Context: an optimization exercise on an open-source flow, tuned for small area, a short achievable clock period and few clock cycles. The choices shown serve that exercise and are no tape-out recipe. Only simulation tests tie the RTL to the original design; equivalence was not proved. No activity file was given, so power comes from the tool's default toggle rates.

// happy_face
module happy_face (
    input wire signed [31:0] s_x,
    input wire signed [31:0] s_y,
    input wire signed [31:0] height,
    input wire __clock,
    input wire __reset,
    input wire __start,
    input wire __ready,
    output reg __valid,
    output reg __done,
    output reg signed [31:0] __output_0,
    output reg signed [31:0] __output_1
);
clock: 20.0 ns
lec_check: 0
cap_margin: 20
core_margin: 2
core_utilization: 40
slew_margin: 20
run.sh (not shown) runs the stock make flow with config.mk's settings and CLKGATE_MAP_FILE= SYNTH_SCRIPT=/design/flow/synth_recipe.tcl, a recipe that flattens the netlist after the stock synthesis.
The first run finished clean.
Testbench counts at the start, summed over its fixed seeds: cycles 31,968.
Next try:
==> flow/flow/run.sh (new file) <==
#!/bin/bash
# Standard layout, with plain buffers on the ports instead of delay buffers, no dummy loads in
# the clock tree, and timing repair that aims well below the clock period.
set -euo pipefail
export BUFFER_PORTS_ARGS="-buffer_cell sky130_fd_sc_hd__buf_1"
export CTS_ARGS="-sink_clustering_enable -repair_clock_nets -dont_use_dummy_load"
export SETUP_SLACK_MARGIN=14.5
bash standard.sh > standard.log 2>&1
==> flow/standard.sh (new file) <==
#!/bin/bash
# synth_recipe.tcl (not shown) runs the flow's synth.tcl, then flattens the netlist and writes it again
# the make line also repeats each setting of config.mk as NAME=value (left out here)
make -C /OpenROAD-flow-scripts/flow DESIGN_CONFIG=/design/flow/config.mk WORK_HOME=/design/flow/orfs CLKGATE_MAP_FILE= SYNTH_SCRIPT=/design/flow/synth_recipe.tcl "${@:-finish}"
removed: flow/run.sh
Result:
- The changed run produced a clean layout
- maximum frequency goes up by about 18%
- sequential share of layout area rose by 0.41 points
- cell area shrinks by 1.3%
- hold slack gets better by 68 ps
- total power goes down by 6.5%
- non-clock buffer count rose by 53
- core utilization went down by 0.64 points
- area after synthesis does not change
- die area is unchanged
- via count came out higher by 4.3%

* * *

== run A ==
Another version of the RTL of happy_face (not shown whole).
For scale: roughly 140 flip-flops, ~170 I/O pins, about 13000 um^2 of cells after synthesis.
Settings: LEC_CHECK=0, ABC_AREA=1, CAP_MARGIN=20, CORE_MARGIN=2, CORE_UTILIZATION=55, SLEW_MARGIN=20; clock period 20.0 ns.
standard.sh (not shown) runs the stock make flow with config.mk's settings and CLKGATE_MAP_FILE= SYNTH_SCRIPT=/design/flow/synth_recipe.tcl, a recipe that flattens the netlist after the stock synthesis.
==> flow/flow/run.sh <==
#!/bin/bash
# Standard layout, with plain buffers on the ports instead of delay buffers, a clock tree of
# smaller buffers without dummy loads, and timing repair that aims well below the clock period.
set -euo pipefail
export BUFFER_PORTS_ARGS="-buffer_cell sky130_fd_sc_hd__buf_1"
export CTS_ARGS="-sink_clustering_enable -repair_clock_nets -dont_use_dummy_load -buf_list {sky130_fd_sc_hd__clkbuf_4 sky130_fd_sc_hd__clkbuf_8}"
export SETUP_SLACK_MARGIN=14.9
bash standard.sh > standard.log 2>&1
Testbench counts of run A, summed over its fixed seeds: cycles 31,968.
Inputs modified between run A and run B:
diff --git a/flow/flow/run.sh b/flow/flow/run.sh
--- a/flow/flow/run.sh
+++ b/flow/flow/run.sh
@@ -7 +7 @@
-export SETUP_SLACK_MARGIN=14.9
+export SETUP_SLACK_MARGIN=14.75
diff --git a/flow/config.mk b/flow/config.mk
--- a/flow/config.mk
+++ b/flow/config.mk
@@ -11,0 +12 @@
+export GPL_ROUTABILITY_DRIVEN = 0
--- outcome ---
- Re core occupancy in the finished layout: run B is 1.1 points down on run A.
- On clock-net power, run A and run B are basically level.
- Register share of the cell area in run B vs run A: up 0.50 points
- Taking run A as the reference, in run B starting density of the core closely matched the old numbers; worst hold slack decreased by 0.023 ns relative to the old numbers; sum of met3 wire segment lengths after detailed routing increased by about 5% relative to the old numbers.
- NOTE maximum number of pins on one net before global-route repair run A->run B increased by more than a quarter
Inputs modified between run B and run C:
diff --git a/flow/config.mk b/flow/config.mk
--- a/flow/config.mk
+++ b/flow/config.mk
@@ -12 +11,0 @@
-export GPL_ROUTABILITY_DRIVEN = 0
## What came out
- Run C has average routed wire per standard cell above what run B had.
- [compare] base=run B new=run C: clock insertion delay at the later pin of the skew report went up by 0.02 ns, cell depth of the worst flop-to-flop path climbed about 8%.
- First-pass GRT wire length delta (run C − run B): unfavourable
- Clock network fraction of total power was lower in run B than in run C.
> inputs changed (run C -> run D)
diff --git a/flow/flow/run.sh b/flow/flow/run.sh
--- a/flow/flow/run.sh
+++ b/flow/flow/run.sh
@@ -7 +7 @@
-export SETUP_SLACK_MARGIN=14.75
+export SETUP_SLACK_MARGIN=14.6
Notes after the runs:
Compared with run C, run D shows final cell count that has gone up slightly. Worst slew margin relative to its limit: run D higher than run C. Cmp run C and run D / highest fanout seen on the critical path / lower: run C. Changes observed in run D relative to run C: worst hold slack across all endpoints fell by 0.013 ns, register-to-register slack fell by 0.04 ns, buffering stage count on the worst path with inverters included rose by 1, overall power consumption rose by about 0.4%. Setup slack down 0.16 ns in run D wrt run C. Run D — met3 layer wire length in the routed design 4.9% higher, run C as reference. Non-clock buffer count sits higher in run D than in run C.

* * *

happy_face, a different RTL version from the one above (not shown whole).
Size in the first run: roughly 1400 cells after synthesis, roughly 140 flip-flops, roughly 170 I/O pins, ~12000 um2 of cells after synthesis.
==> flow/config.mk <==
export PLATFORM = sky130hd
export DESIGN_NAME = happy_face
export DESIGN_NICKNAME = happy_face
export VERILOG_FILES = /design/flow/design.v
export SDC_FILE = /design/flow/constraint.sdc
export NUM_CORES = 4
export LEC_CHECK = 0
export CAP_MARGIN = 20
export CORE_MARGIN = 2
export CORE_UTILIZATION = 40
export SLEW_MARGIN = 20
==> flow/constraint.sdc <==
create_clock -name core_clock -period 20.0 [get_ports {__clock}]
set_input_delay 4.0000 -clock core_clock [delete_from_list [all_inputs] [get_ports {__clock}]]
set_output_delay 4.0000 -clock core_clock [all_outputs]
set_load 0.01 [all_outputs]
==> flow/flow/run.sh <==
#!/bin/bash
# Standard layout, with plain buffers on the ports instead of delay buffers, a clock tree of
# smaller buffers without dummy loads, and timing repair that aims well below the clock period.
set -euo pipefail
export BUFFER_PORTS_ARGS="-buffer_cell sky130_fd_sc_hd__buf_1"
export CTS_ARGS="-sink_clustering_enable -repair_clock_nets -dont_use_dummy_load -buf_list {sky130_fd_sc_hd__clkbuf_4 sky130_fd_sc_hd__clkbuf_8}"
export SETUP_SLACK_MARGIN=15
bash standard.sh > standard.log 2>&1
The starting point went through all stages and came out clean.
Testbench counts at the start, summed over its fixed seeds: cycles 31,968.
Rerun with:
--- a/flow/flow/run.sh
+++ b/flow/flow/run.sh
@@ -5,4 +5,4 @@
 export BUFFER_PORTS_ARGS="-buffer_cell sky130_fd_sc_hd__buf_1"
 export CTS_ARGS="-sink_clustering_enable -repair_clock_nets -dont_use_dummy_load -buf_list {sky130_fd_sc_hd__clkbuf_4 sky130_fd_sc_hd__clkbuf_8}"
-export SETUP_SLACK_MARGIN=15
+export SETUP_SLACK_MARGIN=14
 bash standard.sh > standard.log 2>&1
The changed run completed with no timing, DRC or antenna violations.
Area after synthesis is unchanged.
Wire length decreases by 8.6%.
First-iteration DRC count decreases by about 14%.
Final cell count decreases by about 8%.
Sequential power increases by about 3%.
Global-route usage decreases by 2.1 points.
Rerun with:
==> flow/flow/run.sh (replaced) <==
#!/bin/bash
# Standard layout, with plain buffers on the ports instead of delay buffers, no dummy loads in
# the clock tree, and timing repair that aims well below the clock period.
set -euo pipefail
export BUFFER_PORTS_ARGS="-buffer_cell sky130_fd_sc_hd__buf_1"
export CTS_ARGS="-sink_clustering_enable -repair_clock_nets -dont_use_dummy_load"
export SETUP_SLACK_MARGIN=14.5
bash standard.sh > standard.log 2>&1
Effect: Core utilization grows by 3.0 points. Clock-buffer cell count stays the same. Global-route usage grows by 1.4 points. Power grows by roughly a tenth. Setup slack is better by 0.42 ns. Area after synthesis stays the same. Cell area grows by a few percent.
Rerun with:
==> flow/flow/run.sh (replaced) <==
#!/bin/bash
# Standard layout, with plain buffers on the ports instead of delay buffers, a clock tree of
# smaller buffers without dummy loads, and timing repair that aims well below the clock period.
set -euo pipefail
export BUFFER_PORTS_ARGS="-buffer_cell sky130_fd_sc_hd__buf_1"
export CTS_ARGS="-sink_clustering_enable -repair_clock_nets -dont_use_dummy_load -buf_list {sky130_fd_sc_hd__clkbuf_4 sky130_fd_sc_hd__clkbuf_8}"
export SETUP_SLACK_MARGIN=14.5
export TNS_END_PERCENT=30
bash standard.sh > standard.log 2>&1
What happened: The changed run passed the timing, design-rule and antenna checks; cell area falls by 2.0%; setup slack loses 0.098 ns; final cell count stays flat; sequential share of layout area increases by 0.59 points; die area does not change; area after synthesis does not change.
Rerun with:
--- a/flow/flow/run.sh
+++ b/flow/flow/run.sh
@@ -6,4 +6,3 @@
 export CTS_ARGS="-sink_clustering_enable -repair_clock_nets -dont_use_dummy_load -buf_list {sky130_fd_sc_hd__clkbuf_4 sky130_fd_sc_hd__clkbuf_8}"
 export SETUP_SLACK_MARGIN=14.5
-export TNS_END_PERCENT=30
 bash standard.sh > standard.log 2>&1
What happened: The new run passed the timing, design-rule and antenna checks; cell count increases slightly; clock skew decreases by 0.0084 ns; die area stays the same; global-route usage increases by 0.12 points.
Rerun with:
- ABC_AREA: not set -> 1
=>
- worst setup slack gains 0.12 ns
- routed wire length rises by 6.3%
- hold slack degrades by 0.051 ns

## re-timing with driven ports
The flow's constraints put no driver on any port. The routed layouts listed below were extracted and timed again, unchanged, in two steps. Step 1, drivers: a clkbuf_16 drives __clock and a buf_2 each remaining input, both assumed. Step 2 moves the port delays by t, midway between the first and last clock arrival at a register: inputs arrive t later, outputs are due t later. That takes back most of the time a late clock gives input paths. Slacks: ideal ports / drivers / drivers and shift; pairs: ideal ports / drivers.
| run | shift t [ns] | slack for setup (ns) | worst hold slack (ns) |
|---|---|---|---|
| the first run of note 1 | 0.485 | 13.621 / 13.621 / 13.621 | 0.522 / 0.522 / 0.522 |
| the second run of note 1 | 0.491 | 14.599 / 14.628 / 14.136 | 0.589 / 0.589 / 0.589 |
| run A | 0.496 | 14.905 / 14.887 / 14.415 | 0.504 / 0.504 / 0.504 |
| run B | 0.495 | 14.841 / 14.860 / 14.370 | 0.481 / 0.481 / 0.481 |
| run C | 0.506 | 14.888 / 14.848 / 14.398 | 0.483 / 0.483 / 0.483 |
| run D | 0.494 | 14.726 / 14.719 / 14.225 | 0.470 / 0.470 / 0.470 |
| the first run of note 3 | 0.509 | 14.790 / 14.790 / 14.333 | 0.499 / 0.499 / 0.499 |
| the second run of note 3 | 0.510 | 14.106 / 14.122 / 13.612 | 0.503 / 0.503 / 0.503 |
| the third run of note 3 | 0.485 | 14.530 / 14.541 / 14.075 | 0.506 / 0.506 / 0.506 |
| the fourth run of note 3 | 0.511 | 14.431 / 14.457 / 13.946 | 0.514 / 0.514 / 0.514 |
| the fifth run of note 3 | 0.514 | 14.544 / 14.544 / 14.062 | 0.510 / 0.510 / 0.510 |
| the sixth run of note 3 | 0.530 | 14.663 / 14.666 / 14.135 | 0.459 / 0.459 / 0.459 |
After both steps setup and hold are still met in every run listed. The setup slack of the sixth run of note 3, which loses most, moves by +0.003 ns with the drivers and by -0.528 ns with both steps.
